This is an optimization exercise on Yosys and OpenROAD, whose aim is small area, a short achievable clock period and few clock cycles per item, not a production implementation. Only simulation tests tie the RTL to the original design; equivalence was not proved.

## des_enc
module des_enc (
    input         clk,
    input         rst,
    input         in_valid,
    output        in_ready,
    input  [63:0] in_block,
    input  [63:0] in_key,
    output        out_valid,
    output [63:0] out_block
);
wire [63:0] ip_w;
wire [55:0] cd_w;
des_ip u_ip (.x(in_block), .y(ip_w));
des_pc1 u_pc1 (.key(in_key), .cd(cd_w));
reg [4:0] v_q;
reg [63:0] lr0_q;
reg [55:0] cd0_q;
reg [63:0] lr1_q;
reg [55:0] cd1_q;
reg [63:0] lr2_q;
reg [55:0] cd2_q;
reg [63:0] lr3_q;
reg [55:0] cd3_q;
reg [63:0] out_q;
wire [63:0] st0_w;
des_rounds_1_4 u_st0 (.lr_in(lr0_q), .cd(cd0_q), .lr_out(st0_w));
wire [63:0] st1_w;
des_rounds_5_8 u_st1 (.lr_in(lr1_q), .cd(cd1_q), .lr_out(st1_w));
wire [63:0] st2_w;
des_rounds_9_12 u_st2 (.lr_in(lr2_q), .cd(cd2_q), .lr_out(st2_w));
wire [63:0] st3_w;
des_rounds_13_16 u_st3 (.lr_in(lr3_q), .cd(cd3_q), .lr_out(st3_w));
wire [63:0] fp_w;
des_fp u_fp (.x({st3_w[31:0], st3_w[63:32]}), .y(fp_w));
always @(posedge clk) begin
    if (rst) v_q <= 0;
    else v_q <= {v_q[3:0], in_valid};
    lr0_q <= ip_w;
    cd0_q <= cd_w;
    lr1_q <= st0_w;
    cd1_q <= cd0_q;
    lr2_q <= st1_w;
    cd2_q <= cd1_q;
    lr3_q <= st2_w;
    cd3_q <= cd2_q;
    out_q <= fp_w;
end
assign in_ready = 1'b1;
  ...
For scale: about 550 flip-flops, ~200 I/O pins, roughly 60000 um^2 of cells after synthesis.
==> flow/config.mk <==
export PLATFORM = sky130hd
export DESIGN_NAME = des_enc
export DESIGN_NICKNAME = des_enc
export VERILOG_FILES = /design/flow/design.v
export SDC_FILE = /design/flow/constraint.sdc
export NUM_CORES = 8
export LEC_CHECK = 0
export CAP_MARGIN = 20
export CORE_MARGIN = 2
export CORE_UTILIZATION = 40
export CTS_CLUSTER_DIAMETER = 100
export CTS_CLUSTER_SIZE = 30
export SLEW_MARGIN = 20
==> flow/constraint.sdc <==
create_clock -name core_clock -period 50.0 [get_ports {clk}]
set_input_delay 10.0000 -clock core_clock [delete_from_list [all_inputs] [get_ports {clk}]]
set_output_delay 10.0000 -clock core_clock [all_outputs]
set_load 0.01 [all_outputs]
standard.sh (not shown) runs the stock make flow with config.mk's settings and CLKGATE_MAP_FILE= SYNTH_SCRIPT=/design/flow/synth_recipe.tcl, a recipe that flattens the netlist after the stock synthesis.
==> flow/flow/run.sh <==
#!/bin/bash
# Own flow: the standard layout (standard.sh), with the S-box modules replaced by
# pre-mapped gate-level netlists during synthesis (see swap.tcl).
set -euo pipefail
W=$(pwd)
export SYNTH_CANONICALIZE_TCL=$W/flow/swap.tcl
BUFFER_PORTS_ARGS="-buffer_cell sky130_fd_sc_hd__buf_1" bash standard.sh SETUP_SLACK_MARGIN=38 finish > $W/standard.log 2>&1 || { tail -50 $W/standard.log; exit 1; }
for f in $W/orfs/logs/*/*/*/*.log; do cp "$f" $W/ 2>/dev/null || true; done
tail -5 $W/standard.log
Other scripts of this flow, unchanged in this note and not shown: flow/flow/sbk_gates.v, flow/flow/swap.tcl
Testbench counts at the start, summed over its fixed seeds: cycles 2,088, items 2,048.
Edit:
==> flow/flow/run.sh (replaced) <==
#!/bin/bash
# Own flow: the standard layout (standard.sh), with the S-box modules replaced by
# pre-mapped gate-level netlists during synthesis (see swap.tcl).
set -euo pipefail
W=$(pwd)
export SYNTH_CANONICALIZE_TCL=$W/flow/swap.tcl
BUFFER_PORTS_ARGS="-buffer_cell sky130_fd_sc_hd__buf_1" bash standard.sh SETUP_SLACK_MARGIN=38.5 finish > $W/standard.log 2>&1 || { tail -50 $W/standard.log; exit 1; }
for f in $W/orfs/logs/*/*/*/*.log; do cp "$f" $W/ 2>/dev/null || true; done
tail -5 $W/standard.log
After rerunning: Via count hardly moves; design area rises by 1.5%; final cell count hardly moves; wire length barely changes.
Edit:
==> flow/flow/run.sh (replaced) <==
#!/bin/bash
# Own flow: the standard layout (standard.sh), with the S-box modules replaced by
# pre-mapped gate-level netlists during synthesis (see swap.tcl).
set -euo pipefail
W=$(pwd)
export SYNTH_CANONICALIZE_TCL=$W/flow/swap.tcl
BUFFER_PORTS_ARGS="-buffer_cell sky130_fd_sc_hd__buf_1" bash standard.sh SETUP_SLACK_MARGIN=38.3 finish > $W/standard.log 2>&1 || { tail -50 $W/standard.log; exit 1; }
for f in $W/orfs/logs/*/*/*/*.log; do cp "$f" $W/ 2>/dev/null || true; done
tail -5 $W/standard.log
Outcome: The changed run completed without violations. Via count stays flat. Setup slack got worse by 0.21 ns.
Edit:
==> flow/flow/run.sh (replaced) <==
#!/bin/bash
# Own flow: the standard layout (standard.sh), with the S-box modules replaced by
# pre-mapped gate-level netlists during synthesis (see swap.tcl).
set -euo pipefail
W=$(pwd)
export SYNTH_CANONICALIZE_TCL=$W/flow/swap.tcl
BUFFER_PORTS_ARGS="-buffer_cell sky130_fd_sc_hd__buf_1" bash standard.sh SETUP_SLACK_MARGIN=39.3 finish > $W/standard.log 2>&1 || { tail -50 $W/standard.log; exit 1; }
for f in $W/orfs/logs/*/*/*/*.log; do cp "$f" $W/ 2>/dev/null || true; done
tail -5 $W/standard.log
After rerunning: The new run finished with timing, DRC and antenna clean. Sequential share of layout area is lower by 0.75 points. Cell area went up by 5.9%. Clock skew came out higher by 0.0054 ns. Cell count is about the same. Routed wire length came out higher by 0.45%. Worst setup slack gets better by 0.25 ns.

-- static timing again, ports no longer ideal --
No port has a modelled driver above. Below, the same layouts with a new extraction and two added sets of constraints.
Step 1 (the two cells are an assumption about what drives the block):
set clk [get_ports {clk}]
set_driving_cell -lib_cell sky130_fd_sc_hd__clkbuf_16 $clk
set_driving_cell -lib_cell sky130_fd_sc_hd__buf_2 [delete_from_list [all_inputs] $clk]
Step 2 times the ports against the registers' clock, not the clock port: input delays grow and output delays shrink by t, the midpoint of the rising clock arrivals with the driver on.
Slacks: ideal ports / drivers / drivers and shift; pairs: ideal ports / drivers.
run	shift t [ns]	setup WS [ns]	worst setup path at the end
the first run	0.721	38.435 / 38.435 / 38.435	register to register
the second run	0.714	38.859 / 38.782 / 38.863	register to register
the third run	0.719	38.645 / 38.645 / 38.645	register to register
the fourth run	0.720	38.890 / 38.814 / 39.429	register to register
After both steps setup and hold are still met in every run listed.
